Context: an optimization exercise on an open-source flow, tuned for small area, a short achievable clock period and few clock cycles. The choices shown serve that exercise and are no tape-out recipe.
Function was checked by simulation only, so behaviour that the tests miss may differ from the original.
No activity file was given, so power comes from the tool's default toggle rates.

File: flow/flow/run.sh
#!/bin/bash
set -euo pipefail
export BUFFER_PORTS_ARGS="-buffer_cell sky130_fd_sc_hd__buf_2"
bash standard.sh > orfs_make.log 2>&1
File: flow/standard.sh
#!/bin/bash
# synth_recipe.tcl (not shown) runs the flow's synth.tcl, then flattens the netlist and writes it again
# the make line also repeats each setting of config.mk as NAME=value (left out here)
make -C /OpenROAD-flow-scripts/flow DESIGN_CONFIG=/design/flow/config.mk WORK_HOME=/design/flow/orfs CLKGATE_MAP_FILE= SYNTH_SCRIPT=/design/flow/synth_recipe.tcl "${@:-finish}"
File: flow/config.mk
export PLATFORM = sky130hd
export DESIGN_NAME = cache
export DESIGN_NICKNAME = cache
export VERILOG_FILES = /design/flow/design.v
export SDC_FILE = /design/flow/constraint.sdc
export NUM_CORES = 4
export LEC_CHECK = 0
export CAP_MARGIN = 20
export CORE_MARGIN = 2
export CORE_UTILIZATION = 65
export CTS_CLUSTER_DIAMETER = 150
export CTS_CLUSTER_SIZE = 20
export PLACE_DENSITY = 0.75
export SETUP_SLACK_MARGIN = 5
export SLEW_MARGIN = 20
File: flow/constraint.sdc
create_clock -name core_clock -period 8.0 [get_ports {clk}]
set_input_delay 1.6000 -clock core_clock [delete_from_list [all_inputs] [get_ports {clk}]]
set_output_delay 1.6000 -clock core_clock [all_outputs]
set_load 0.01 [all_outputs]
File: flow/design.v
module cache(
    clk,
    proc_reset,
    proc_read,
    proc_write,
    proc_addr,
    proc_wdata,
    proc_stall,
    proc_rdata,
    mem_read,
    mem_write,
    mem_addr,
    mem_rdata,
    mem_wdata,
    mem_ready
);
    input          clk;
    input          proc_reset;
    input          proc_read, proc_write;
    input   [29:0] proc_addr;
    input   [31:0] proc_wdata;
    output         proc_stall;
    output  [31:0] proc_rdata;
    input  [127:0] mem_rdata;
    input          mem_ready;
    output         mem_read, mem_write;
    output  [27:0] mem_addr;
    output [127:0] mem_wdata;
    reg        done_q;       
    reg        wt_q;         
    reg        wb_q;         
    reg        rd_q;         
    reg        ph;           
    reg [3:0]  phd [0:3];
    reg [3:0]  pht;
    reg        fill_q;       
    reg        done_o, wb_o, rd_o;   
    reg [31:0]  rdata_q;
    reg [27:0]  maddr_q;
    reg [127:0] buf_q;       
    reg [3:0]   wen_q;       
    reg [127:0] sa [0:3];    
    reg [127:0] sb [0:3];    
    reg [24:0]  ta [0:3];
    reg [24:0]  tb [0:3];
    reg [7:0]   valid;
    reg [7:0]   dirty;
    wire [2:0]  idx  = proc_addr[4:2];
    wire [1:0]  wsel = proc_addr[1:0];
    wire        req  = proc_read | proc_write;
    wire        look = ~done_q & ~wt_q & ~wb_q & ~rd_q;
    wire        inb  = idx[0] ^ ph;             
    wire [7:0] dec  = 8'd1 << idx;
    wire [3:0] pdec = 4'd1 << idx[2:1];
    wire [3:0] wdec = 4'd1 << wsel;
    reg  [127:0] line_sel;
    reg  [24:0]  tag_sel;
    integer i, j;
    always @(*) begin
        line_sel = 128'd0;
        tag_sel  = 25'd0;
        for (i = 0; i < 4; i = i + 1) begin
            for (j = 0; j < 4; j = j + 1)
                line_sel[32*j +: 32] = line_sel[32*j +: 32] |
                    (sa[i][32*j +: 32] & {32{pdec[i] & ~(idx[0] ^ phd[i][j])}}) |
                    (sb[i][32*j +: 32] & {32{pdec[i] &  (idx[0] ^ phd[i][j])}});
            tag_sel  = tag_sel |
                    (ta[i] & {25{pdec[i] & ~(idx[0] ^ pht[i])}}) |
                    (tb[i] & {25{pdec[i] &  (idx[0] ^ pht[i])}});
        end
    end
    reg  [3:0] mta, mtb;
    always @(*)
        for (i = 0; i < 4; i = i + 1) begin
            mta[i] = (ta[i] == proc_addr[29:5]);
            mtb[i] = (tb[i] == proc_addr[29:5]);
        end
    wire [7:0] mline = ph ? {mta[3], mtb[3], mta[2], mtb[2], mta[1], mtb[1], mta[0], mtb[0]}
                          : {mtb[3], mta[3], mtb[2], mta[2], mtb[1], mta[1], mtb[0], mta[0]};
    wire hit   = |(mline & valid & dec);
    wire vd    = |(valid & dirty & dec);
    wire hitw  = look & req & hit & proc_write & inb;    
    wire [31:0] cache_word = line_sel[32*wsel +: 32];
    wire [31:0] mem_word   = mem_rdata[32*wsel +: 32];
    always @(posedge clk or posedge proc_reset) begin
        if (proc_reset) begin
            done_q <= 1'b0;
            wt_q   <= 1'b0;
            wb_q   <= 1'b0;
            rd_q   <= 1'b0;
            ph     <= 1'b0;
            pht    <= 4'b0000;
            for (i = 0; i < 4; i = i + 1)
                phd[i] <= 4'b0000;
            done_o <= 1'b0;
            wb_o   <= 1'b0;
            rd_o   <= 1'b0;
        end else begin
            done_o <= (~done_o & ~wt_q & ~wb_o & ~rd_o & req & hit & ~hitw) | wt_q | (rd_o & mem_ready);
            wb_o   <= (~done_o & ~wt_q & ~wb_o & ~rd_o & req & ~hit & vd) | (wb_o & ~mem_ready);
            rd_o   <= (~done_o & ~wt_q & ~wb_o & ~rd_o & req & ~hit & ~vd) | (wb_o & mem_ready) | (rd_o & ~mem_ready);
            done_q <= (look & req & hit & ~hitw) | wt_q | (rd_q & mem_ready);
            wt_q   <= hitw;
            wb_q   <= (look & req & ~hit & vd) | (wb_q & ~mem_ready);
            rd_q   <= (look & req & ~hit & ~vd) | (wb_q & mem_ready) | (rd_q & ~mem_ready);
            ph     <= ~ph;
            pht    <= ~pht;
            for (i = 0; i < 4; i = i + 1)
                phd[i] <= ~phd[i];
        end
    end
    always @(posedge clk) begin
        fill_q        <= rd_q;
        rdata_q       <= rd_q ? mem_word : cache_word;
        buf_q         <= rd_q ? mem_rdata : line_sel;
        maddr_q[2:0]  <= idx;
        maddr_q[27:3] <= (vd & ~rd_q & ~(wb_q & mem_ready)) ? tag_sel : proc_addr[29:5];
        wen_q         <= rd_q ? 4'b1111 : (proc_write ? wdec : 4'b0000);
    end
    wire         st_mem = rd_q & mem_ready;          
    wire [127:0] wbus;
    genvar g, w;
    generate
        for (w = 0; w < 4; w = w + 1) begin : B
            assign wbus[32*w +: 32] = (proc_write & wdec[w]) ? proc_wdata :
                                      rd_q ? mem_rdata[32*w +: 32] : buf_q[32*w +: 32];
        end
        for (g = 0; g < 4; g = g + 1) begin : P
            for (w = 0; w < 4; w = w + 1) begin : W
                wire sel = pdec[g] & (idx[0] ^ phd[g][w]);
                always @(posedge clk)
                    sa[g][32*w +: 32] <= (sel & (st_mem | (done_q & wen_q[w]))) ?
                                         wbus[32*w +: 32] : sb[g][32*w +: 32];
            end
            always @(posedge clk) begin
                sb[g] <= sa[g];
                tb[g] <= ta[g];
                ta[g] <= (pdec[g] & (idx[0] ^ pht[g]) & (st_mem | (done_q & fill_q))) ?
                         proc_addr[29:5] : tb[g];
            end
        end
        for (g = 0; g < 8; g = g + 1) begin : L
            always @(posedge clk or posedge proc_reset) begin
                if (proc_reset)
                    valid[g] <= 1'b0;
                else if (done_q & dec[g] & fill_q)
                    valid[g] <= 1'b1;
            end
            always @(posedge clk)
                if (done_q & dec[g] & (fill_q | proc_write))
                    dirty[g] <= proc_write;
        end
    endgenerate
    assign proc_stall = ~done_o;
    assign proc_rdata = rdata_q;
    assign mem_read   = rd_o;
    assign mem_write  = wb_o;
    assign mem_addr   = maddr_q;
    assign mem_wdata  = buf_q;
endmodule
==> results of run 1 <==
## sequential cells by signal, summed over array words and instances (netlist names), 4 cells and up
register  flops
rdata_q      32
pht           4
sa          512
dirty         8
sb          512
tb          100
maddr_q      28
ta          100
phd          16
wen_q         4
valid         8
buf_q       128
## what timing repair did
action / in CTS / in global routing
pin swaps: 120 / 79
cloned: 45 / 15
resized for setup: 390 / 163
hold buffers: 0 / 0
endpoints found under the hold margin: 0 / 0
buffers inserted: 99 / 43
setup endpoints to repair: 786 / 396
## cell usage after synthesis (71+ instances only)
cell	instances	area, µm²
a22oi_1	526	3949
buf_2	71	355.3
clkbuf_1	268	1006
dfxtp_1	1417	28370
mux2_2	230	2590
mux2i_1	128	1281
nand2_1	646	2425
nand4_1	135	844.6
nor2_1	74	277.8
o21ai_0	613	3068
xnor2_1	78	683.2
xor2_1	143	1252
## worst register-to-register path, delay by kind of cell, from the launching register on
kind	cells	cell delay (ns)
buffers and inverters	1	0.67
flip-flops	1	0.71
AND/OR/NAND/NOR	1	0.11
AO/OA/AOI/OAI	2	0.48
multiplexers	1	0.83
## path summary, 6_finish.rpt
check,startpoint,end,depth (start not counted)
setup / recovery,proc_addr[15],wb_o$_DFF_PP0_,9
hold / removal,sa[2][62]$_DFF_P_,sb[2][62]$_DFF_P_,0
setup reg to reg,rd_q$_DFF_PP0_,sa[1][90]$_DFF_P_,5
hold reg to reg,sa[2][62]$_DFF_P_,sb[2][62]$_DFF_P_,0
max in group asynchronous,proc_reset,rd_q$_DFF_PP0_,3
min in group asynchronous,proc_reset,valid[7]$_DFFE_PP0P_,3
## layout by cell type, fill, tap and decap left out, types with 25 or more instances in the layout
| cell type | count |
|---|---|
| inv_1 | 27 |
| nor2b_4 | 25 |
| mux2i_1 | 128 |
| nor2_1 | 52 |
| nand4_1 | 135 |
| a22oi_1 | 418 |
| mux4_2 | 32 |
| mux2_2 | 61 |
| buf_4 | 111 |
| diode_2 | 32 |
| a22oi_2 | 109 |
| mux2_4 | 169 |
| buf_6 | 40 |
| a22o_1 | 44 |
| nand2_1 | 628 |
| a21o_1 | 26 |
| clkbuf_16 | 94 |
| buf_12 | 59 |
| buf_2 | 357 |
| o21ai_0 | 611 |
| a221oi_1 | 28 |
| nand3_1 | 26 |
| xor2_1 | 123 |
| dfrtp_1 | 35 |
| a21oi_1 | 35 |
| dfxtp_1 | 1417 |
| xnor2_1 | 62 |
## power groups by stage
stage	clock (µW)	combinational, µW	sequential (µW)
floorplan	0	3760	12300
global placement	0	5770	12700
detailed placement	0	5910	12800
CTS	4270	6460	12700
global route	4540	7350	13200
finish	4310	6970	13000
## cell families after synthesis
| group | after synthesis |
|---|---|
| AOI/OAI and AO/OA | 1338 |
| and+or+nand+nor | 980 |
| buffers and inverters | 375 |
| DFF | 1461 |
| xor gates and xnor gates | 221 |
| muxes | 390 |
## metal layers
metal | share of wire [%] | vias up
met5 | 0.099 | -
met4 | 8.6 | 24
met3 | 13 | 808
met2 | 43 | 3156
met1 | 36 | 20300
li1 | - | 17860
## layout make-up
class	count	area [µm²]	area share, %
antenna	32	80.08	0.1317
clock buffer	95	2165	3.561
clock inverter	3	37.54	0.06174
inverter	27	101.3	0.1667
multi-input combinational	2962	22340	36.74
sequential	1461	29510	48.54
tap	1040	1301	2.140
timing repair buffer	612	5259	8.650
## through the flow
stage          hold slack (ns)  instances  total power [µW]  setup WS, ns  cell area (µm²)
4_1_cts                 0.3483       6142             23460         4.789            59290
6_report                0.3435       6232             24290         4.658            60790
5_1_grt                 0.3527       6209             25140         4.661            60740
3_3_place_gp            0.3328       5900             18500         3.058            53450
3_5_place_dp            0.3368       5900             18720         2.913            53460
2_1_floorplan           0.3308       4765             16090         4.582            51390
==> run summary, run 1 <==
Critical path buffers and inverters=1; Final setup viols=0; clk buf depth=3; number of synthesized register bits=approximately 1500; Fmax=299.2 MHz; Net Count, Synth=roughly 5000; post-synthesis async set-or-reset flop share=2.464%; endpoint class of the critical path=flop; 1st-iter DRT viols=5880; M2 GR Usage=64.39%; slowest CP cell=xnor2_1; Post-synth EDFFs=8; P_sw=a little under 9000 µW; global routing usage on met1=57.03%; Tmin final=3.342 ns; Critical Path RT=8.56 ns; final WL=~190000 µm; initial antenna violation count=31; CTS clock-pin slew for the worst setup and hold paths=0.09 ns; Post-DRT Antenna Nets=0; Final Util=78.87%; final net count=5342; Cell Area, Synth=50370 µm²; clock network power share=~18%; Final Hold Viols=0; CTS Root Buffer Type=clkbuf_16; Clock Skew=between 0.03 and 0.04 ns; most frequent cell on the critical path=nand4_1; CTS tree=yes; vias in the first global route=around 39000; grt met3 use=11.79%; Tcrit/Tclk final=41.77%; Initial Utilization=between 60 and 70%; 1st-pass router iterations=7; post-synthesis compound-gate area fraction=approximately 17%; first-pass GRT wire length=~260000 µm; CP cell instances=buf_4, xnor2_1, nand4_1, nor3_1, nand4_1, o211a_4, a22oi_2, nor4_4, a32o_1; FILL cells=4829; gr busiest metal=met2; RSZ-0062 raised after global routing=true; Synth Flop Type=dfxtp_1; port bufs=385; P_int=15550 µW; CTS buffer count=83; CP peak stage delay=0.38 ns; RePlAce Congestion=0.9347; setup TNS=0 ns; Layout area overhead=20.70%; via/cell ratio=6.763; power per cell area=about 400 nW/µm²; Die Area=79730 µm²; placement row count=around 100; DRC viols=0; post-synthesis adder-cell area fraction=0%; CTS H-tree depth=3; worst min path class=flop to flop; CTS Sinks=1461; crit start category=primary input; measured slew at the worst slew-check pin=~1.3 ns; simple-gate area share of the yosys netlist=8.533%; hpwl dp=106000 µm; Mapped Cells=4765; via count=about 42000; family with the most delay on the worst path=compound AO/OA/AOI/OAI gates; CP Data Arrival Time=about 3.9 ns; largest net degree at the start of global routing=roughly 150; CP Max Fanout=13; Remaining Overflow, GRT=0; share of layout cells above drive strength 1=24.65%; Post-Synth XOR/XNOR Area=3.843%; GR Util All Layers=44.13%; Crit Path Category=primary input to flop; mux cell area share after synthesis=9.117%; worst rel slew slack=14.63%; Max Cap Viol=0; Reg2Reg Setup Slack=5.04 ns; DR WL/cell=30.12 µm; Leak=0.02476 µW; Max IR drop VDD=0.2334 mV; die width=282.4 µm; largest family of logic cells by synthesized area=compound AO/OA/AOI/OAI gates; Logic pwr share=28.7%; Mapped Avg Cell Area=10.57 µm²; switching fraction of total power=35.99%; Seq/Total Area, Yosys=between 50% and 60%; Warnings, synthesis=6; outcome=finished clean; Core Area=77080 µm²; Die Ht=between 200 and 300 µm; Reg power frac=53.5%; max-slew violations=0; Skew-Pair Late Insertion Delay=0.68 ns; I/O pins=386; Yosys cell types=49
Testbench counts, summed over its fixed seeds: cycles 248,862.
==> run 2: changes to the inputs <==
==> flow/run.sh (new file) <==
#!/bin/bash
# synth_recipe.tcl (not shown) runs the flow's synth.tcl, then flattens the netlist and writes it again
# the make line also repeats each setting of config.mk as NAME=value (left out here)
make -C /OpenROAD-flow-scripts/flow DESIGN_CONFIG=/design/flow/config.mk WORK_HOME=/design/flow/orfs CLKGATE_MAP_FILE= SYNTH_SCRIPT=/design/flow/synth_recipe.tcl finish
removed: flow/flow/run.sh
removed: flow/standard.sh
==> run 2 against run 1 <==
Net effect:
- still clean
- combinational power up 6.5%
- largest cell class unchanged
- power up 2.3%
- non-clock buffer count is 59 higher
- global-route usage is 2.0 points higher
- fmax shrank 1.6%
- sequential power hardly changed
- synthesized area stayed put
- routed wire length rose by 4.6%
- core utilization is 4.3 points higher
==> run summary, run 2 <==
Cell Area, Synth=50370 µm²; Initial Utilization=between 60% and 70%; most frequent cells in the layout=dfxtp_1, nand2_1, o21ai_0; Leak=approximately 0.026 µW; RSZ-0062 raised after global routing=true; CTS clock-pin slew for the worst setup and hold paths=0.09 ns; power per cell area=387.7 nW/µm²; endpoint class of the critical path=flop; Tmin final=3.398 ns; CTS Root Buffer Type=clkbuf_16; Synth Flop Type=dfxtp_1; worst rel slew slack=between 20% and 30%; register area=29550 µm²; Max Cap Viol=0; CTS buffer count=83; largest area contributor in the netlist=dfxtp_1; share of layout cells above drive strength 1=20.59%; CP Data Arrival Time=roughly 4 ns; crit start category=primary input; worst min path class=flop to flop; port bufs=385; Multi-input gate area=22610 µm²; DR WL/cell=~31 µm; Clock Skew=about 0.021 ns; synth top area cells=dfxtp_1, a22oi_1, o21ai_0; Max IR drop VDD=0.3002 mV; Layout area overhead=27.22%; Die Ht=282.4 µm; final WL=a little under 200000 µm; Yosys cell types=49; Tcrit/Tclk final=42.47%; RR Startpoint=rd_q$_DFF_PP0_; 1st-iter DRT viols=roughly 6300; Post-DRT Antenna Nets=0; post-synthesis async set-or-reset flop share=2.464%; Final setup viols=0; Final Hold Viols=0; Crit Path Category=primary input to flop; max-slew violations=0; CTS tree=yes; outcome=finished clean; Seq/Total Area, Yosys=58.59%; Hold Path Depth=0; final net count=about 5400; Largest regs=sa: 512 flops, sb: 512 flops, buf_q: 128 flops; measured slew at the worst slew-check pin=1.125 ns; via count=42840; commonest cells in the netlist=dfxtp_1, nand2_1, o21ai_0, a22oi_1, clkbuf_1; Final Util=between 80% and 90%; Skew-Pair Late Insertion Delay=0.68 ns; Fmax=about 290 MHz; first-pass GRT wire length=268900 µm; GR Util All Layers=46.14%; RePlAce Congestion=0.9399; grt met3 use=14.00%; gr busiest metal=met2; largest net degree at the start of global routing=between 60 and 70; Final Non-Filler Cells=6258; hold path start=sa[2][17]$_DFF_P_; Die Area=79730 µm²; global routing usage on met1=58.52%; FILL cells=4483; DRC viols=0; number of synthesized register bits=1461; hpwl dp=107000 µm; Net Count, Synth=about 5000; Post-synth EDFFs=8; commonest non-fill, non-tap cell in the layout=dfxtp_1; via/cell ratio=6.846; Remaining Overflow, GRT=0; worst reg2reg endpoint=rdata_q[6]$_DFF_P_; M2 GR Usage=66.97%; Hold Path End=sb[2][17]$_DFF_P_; setup TNS=0 ns; I/O pins=just under 400; CTS H-tree depth=3; initial antenna violation count=27; placed cell count=5906; top-count cell post-synth=dfxtp_1; placement row count=102; die width=282.4 µm; Yosys top cell area share=roughly 56%; Core Area=77080 µm²; Critical Path RT=8.54 ns; Mapped Avg Cell Area=about 11 µm²; 1st-pass router iterations=6; CTS Sinks=around 1500; Warnings, synthesis=6; worst r2r path cells=4; vias in the first global route=39960; CTS Hold Bufs=0; CP Max Fanout=8; clk buf depth=3; Mapped Cells=4765; Reg2Reg Setup Slack=between 5 and 6 ns
-- run 2: cell counts after synthesis --
Identical to the previous run, type by type.
-- run 2: critical path, stage by stage --
cell,delay [ns]
buf_12,0.12
or2_4,0.17
buf_4,0.14
buf_12,0.14
nor2_4,0.07
buf_12,0.14
buf_16,0.14
a22oi_1,0.18
nand4_1,0.37
mux2_4,0.41
mux4_2,0.45
-- run 2: cell families after synthesis --
| logic type | synth area share (%) |
|---|---|
| xor gates and xnor gates | 3.843 |
| buffers and inverters | 3.016 |
| muxes | 9.117 |
| AOI/OAI and AO/OA | 16.91 |
| and+or+nand+nor | 8.533 |
| DFF | 58.59 |
-- run 2: how the worst max path moves through the flow --
stage,from,slack (ns),cells after the start,endpoint
after global routing,proc_addr[3],4.67,11,rdata_q[29]$_DFF_P_
after CTS,proc_addr[3],4.78,11,rdata_q[6]$_DFF_P_
final,proc_addr[3],4.60,11,rdata_q[29]$_DFF_P_
after detailed placement,proc_addr[3],2.94,8,sa[1][39]$_DFF_P_
after floorplan,proc_addr[2],4.58,9,rdata_q[13]$_DFF_P_
after global placement,proc_addr[3],2.97,8,sa[1][60]$_DFF_P_
-- run 2: metal layers --
metal	share of wire, %	up-vias
met5	0.11	-
met4	9.1	24
met3	13	903
met2	42	3404
met1	36	20610
li1	-	17900
-- run 2: metrics by stage --
step           hold slack (ns)  area [µm²]  total power [µW]  worst slack (ns)
3_3_place_gp            0.3320       55390             19000             2.967
2_1_floorplan           0.3308       51390             16090             4.582
4_1_cts                 0.3389       62400             23850             4.777
6_report                0.3364       64080             24840             4.602
3_5_place_dp            0.3355       55430             19210             2.943
5_1_grt                 0.3391       64060             25640             4.667
-- run 2: layout make-up --
type	instances	area share (%)
clock inverter	5	0.1269
antenna	17	0.06639
clock buffer	93	3.366
multi-input combinational	2944	35.29
sequential	1461	46.12
inverter	27	0.1582
timing repair buffer	671	12.84
tap	1040	2.031
-- run 2: report_power, final --
| part | total [µW] | switching [µW] | internal, µW |
|---|---|---|---|
| sequential | 13100 | 2410 | 10700 |
| clock | 4350 | 2420 | 1930 |
| combinational | 7420 | 4150 | 3270 |
| total | 24800 | 8980 | 15900 |
-- run 2: what timing repair did --
| item | CTS | global route |
|---|---|---|
| gates cloned | 67 | 13 |
| endpoints found under the setup margin | 995 | 549 |
| resized for setup | 895 | 235 |
| pin swaps | 130 | 107 |
| buffers inserted | 109 | 48 |
==> run 3: changes to the inputs <==
--- a/flow/design.v
+++ b/flow/design.v
@@ -80,8 +80,10 @@
     wire hit   = |(mline & valid & dec);
     wire vd    = |(valid & dirty & dec);
     wire hitw  = look & req & hit & proc_write & inb;    
-    wire [31:0] cache_word = line_sel[32*wsel +: 32];
-    wire [31:0] mem_word   = mem_rdata[32*wsel +: 32];
+    wire [3:0]  wdl = wdec & {4{~rd_q}};
+    wire [31:0] rd_word = (line_sel[31:0]   & {32{wdl[0]}}) | (line_sel[63:32]  & {32{wdl[1]}}) |
+                          (line_sel[95:64]  & {32{wdl[2]}}) | (line_sel[127:96] & {32{wdl[3]}}) |
+                          (mem_rdata[32*wsel +: 32] & {32{rd_q}});
     always @(posedge clk or posedge proc_reset) begin
         if (proc_reset) begin
             done_q <= 1'b0;
@@ -111,7 +113,7 @@
     end
     always @(posedge clk) begin
         fill_q        <= rd_q;
-        rdata_q       <= rd_q ? mem_word : cache_word;
+        rdata_q       <= rd_word;
         buf_q         <= rd_q ? mem_rdata : line_sel;
         maddr_q[2:0]  <= idx;
         maddr_q[27:3] <= (vd & ~rd_q & ~(wb_q & mem_ready)) ? tag_sel : proc_addr[29:5];
==> flow/flow/run.sh (new file) <==
#!/bin/bash
set -euo pipefail
export BUFFER_PORTS_ARGS="-buffer_cell sky130_fd_sc_hd__buf_2"
bash standard.sh > orfs_make.log 2>&1
==> flow/standard.sh (new file) <==
#!/bin/bash
# synth_recipe.tcl (not shown) runs the flow's synth.tcl, then flattens the netlist and writes it again
# the make line also repeats each setting of config.mk as NAME=value (left out here)
make -C /OpenROAD-flow-scripts/flow DESIGN_CONFIG=/design/flow/config.mk WORK_HOME=/design/flow/orfs CLKGATE_MAP_FILE= SYNTH_SCRIPT=/design/flow/synth_recipe.tcl "${@:-finish}"
--- a/flow/config.mk
+++ b/flow/config.mk
@@ -7,9 +7,9 @@
 export LEC_CHECK = 0
 export CAP_MARGIN = 20
 export CORE_MARGIN = 2
-export CORE_UTILIZATION = 65
+export CORE_UTILIZATION = 55
 export CTS_CLUSTER_DIAMETER = 150
 export CTS_CLUSTER_SIZE = 20
-export PLACE_DENSITY = 0.75
+export PLACE_DENSITY = 0.65
 export SETUP_SLACK_MARGIN = 5
 export SLEW_MARGIN = 20
removed: flow/run.sh
==> run 3 against run 2 <==
Net effect:
- sequential power barely moved
- non-clock buffer count fell by 62
- critical path type unchanged
- count of clock-buffer cells in the layout did not move
==> run summary, run 3 <==
final WL=a little over 200000 µm; post-synthesis adder-cell area fraction=0%; Hold Path End=sb[1][123]$_DFF_P_; Critical Path Source=proc_addr[1]; DR WL/cell=30.05 µm; Critical Path RT=8.59 ns; initial antenna violation count=28; Largest regs=sa: 512 flops, sb: 512 flops, buf_q: 128 flops; Hold Path Depth=0; Post-synth EDFFs=8; endpoint class of the critical path=flop; Layout area overhead=17.80%; Remaining Overflow, GRT=0; RR Startpoint=rd_q$_DFF_PP0_; commonest cells in the netlist=dfxtp_1, nand2_1, o21ai_0, a22oi_1, clkbuf_1; Crit Path Category=primary input to flop; Initial Utilization=55.48%; largest area contributor in the netlist=dfxtp_1; placement row count=112; 1st-iter DRT viols=6423; CTS Hold Bufs=0; via/cell ratio=approximately 6.4; via count=43010; 1st-pass router iterations=9; M2 GR Usage=between 50% and 60%; Post-Synth XOR/XNOR Area=3.759%; CTS Root Buffer Type=clkbuf_16; die width=310.6 µm; CTS Sinks=1461; CP Max Fanout=56; Die Area=96470 µm²; clk buf depth=3; CTS clock-pin slew for the worst setup and hold paths=~0.090 ns; Final Hold Viols=0; Max IR drop VDD=0.2438 mV; CTS H-tree depth=3; worst rel slew slack=35.93%; Fmax=317.8 MHz; outcome=finished clean; final net count=5603; synth top area cells=dfxtp_1, a22oi_1, o21ai_0; vias in the first global route=39150; share of layout cells above drive strength 1=between 20% and 30%; Yosys cell types=66; port bufs=385; worst r2r path cells=6; grt met3 use=11.33%; Max Cap Viol=0; commonest non-fill, non-tap cell in the layout=dfxtp_1; Synth Flop Type=dfxtp_1; Power Total=roughly 24000 µW; CTS buffer count=83; final hold slack=0.3342 ns; Clock Skew=0.03080 ns; worst reg2reg endpoint=sa[0][51]$_DFF_P_; number of synthesized register bits=1461; Seq/Total Area, Yosys=a little under three fifths; RePlAce Congestion=1.017; Mapped Avg Cell Area=approximately 10 µm²; I/O pins=between 300 and 400; Net Count, Synth=5265; first-pass GRT wire length=about 280000 µm; top-count cell post-synth=dfxtp_1; global routing usage on met1=55.46%; hpwl dp=122800 µm; mux cell area share after synthesis=6.643%; Tmin final=3.146 ns; max-slew violations=0; post-synthesis compound-gate area fraction=18.91%; Leak=0.02470 µW; Post-DRT Antenna Nets=0; setup TNS=0 ns; gr busiest metal=met2; largest net degree at the start of global routing=78; Skew-Pair Late Insertion Delay=0.70 ns; simple-gate area share of the yosys netlist=9.952%; Tcrit/Tclk final=just under 40%; crit start category=primary input; Cell Area, Synth=51700 µm²; largest family of logic cells by synthesized area=compound AO/OA/AOI/OAI gates; power per cell area=391.4 nW/µm²; Core Area=between 90000 and 100000 µm²; GR Util All Layers=39.05%; worst min path class=flop to flop; hold path start=sa[1][123]$_DFF_P_; Die Ht=310.6 µm; Yosys top cell area share=54.87%; Reg2Reg Setup Slack=5.00 ns; Warnings, synthesis=6; Final Util=65.35%; CTS tree=yes; Final setup viols=0; Mapped Cells=5070; most frequent cells in the layout=dfxtp_1, nand2_1, o21ai_0; DRC viols=0; measured slew at the worst slew-check pin=~0.96 ns; RSZ-0062 raised after global routing=true; post-synthesis async set-or-reset flop share=2.464%; CP Data Arrival Time=3.73 ns
[run 3: changes by cell type after synthesis, sizes merged, moves of 31 or more]
cell	before	now
a41o	0	52
xnor2	78	156
nand2b	6	74
buf	80	173
nand4	135	59
xor2	143	65
nand2	646	778
inv	27	63
mux2	230	143
clkbuf	268	200
a22oi	527	496
[run 3: per-stage QoR]
step | instance area, µm² | worst slack [ns] | instances
floorplan | 52460 | 4.649 | 5070
global placement | 54540 | 2.947 | 6398
detailed placement | 54540 | 2.882 | 6398
CTS | 58940 | 4.885 | 6594
global route | 60890 | 4.868 | 6684
finish | 60900 | 4.854 | 6690
[run 3: logic make-up after synthesis]
group | count (synthesis)
XOR/XNOR | 221
AO/OA/AOI/OAI | 1484
buffers and inverters | 436
multiplexers | 294
AND/OR/NAND/NOR | 1174
flip-flops | 1461
[run 3: critical path, stage by stage]
cell	delay, ns
buf_6	0.35
buf_6	0.61
or2_2	0.44
a41oi_1	0.09
o21a_2	0.29
a221o_1	0.27
[run 3: area by class of cell]
type | instances | area (µm²)
Fill cell | 7465 | 32290
Clock inverter | 7 | 80.08
Tap cell | 1254 | 1569
Clock buffer | 93 | 2136
Multi-Input combinational cell | 3190 | 22320
Sequential cell | 1461 | 29520
Antenna cell | 13 | 32.53
Timing Repair Buffer | 609 | 4996
Inverter | 63 | 241.5
[run 3: how the worst max path moves through the flow]
stage | endpoint | slack [ns]
after floorplan | buf_q[56]$_DFF_P_ | 4.65
after detailed placement | rdata_q[12]$_DFF_P_ | 2.88
after global routing | sa[2][37]$_DFF_P_ | 4.87
final | rdata_q[20]$_DFF_P_ | 4.85
after CTS | rdata_q[28]$_DFF_P_ | 4.88
after global placement | rdata_q[12]$_DFF_P_ | 2.95
[run 3: what timing repair did]
| action | CTS | global route |
|---|---|---|
| pin swaps | 51 | 95 |
| endpoints found under the setup margin | 810 | 311 |
| resized for setup | 241 | 228 |
| buffers inserted | 71 | 69 |
| gates cloned | 25 | 14 |
| hold endpoints to repair | 0 | 0 |
[run 3: metal layers]
| layer | part of all wire (%) | vias to the layer above |
|---|---|---|
| met4 | 4.4 | 8 |
| met1 | 40 | 20810 |
| met2 | 42 | 3016 |
| li1 | - | 18710 |
| met5 | 0.024 | - |
| met3 | 13 | 468 |
[run 3: power breakdown]
part / total, µW / leakage, µW / switching (µW) / internal [µW]
registers: 12800 / 0.0123 / 2260 / 10600
logic: 6640 / 0.0113 / 3910 / 2740
clock network: 4350 / 0.00109 / 2440 / 1910
Testbench counts of run 3, summed over its fixed seeds: cycles 248,862.

[re-timing with driven ports]
The results above use ideal ports. As a check the final layouts listed here were re-extracted and re-timed, cells and wires unchanged. Step 1 (the two cells are an assumption about what drives the block):
set clk [get_ports {clk}]
set_driving_cell -lib_cell sky130_fd_sc_hd__clkbuf_16 $clk
set_driving_cell -lib_cell sky130_fd_sc_hd__buf_2 [delete_from_list [all_inputs] $clk]
Step 2 also shifts input and output timing later by t, the mid clock arrival at the registers, as if the neighbouring blocks saw the same clock. Three values: ideal ports, drivers, drivers and shift; two values: the first two.
| run | shift t [ns] | slack for setup (ns) | worst hold slack (ns) | worst setup path at the end |
|---|---|---|---|---|
| run 1 | 0.737 | 4.658 / 4.568 / 3.831 | 0.344 / 0.344 / 0.344 | input to register |
| run 2 | 0.738 | 4.602 / 4.608 / 3.871 | 0.336 / 0.336 / 0.336 | input to register |
| run 3 | 0.764 | 4.854 / 4.840 / 4.076 | 0.334 / 0.334 / 0.334 | input to register |
After both steps every run listed still meets setup and hold. For run 1, which loses most, drivers alone change the setup slack by -0.090 ns; drivers and shift together by -0.827 ns.
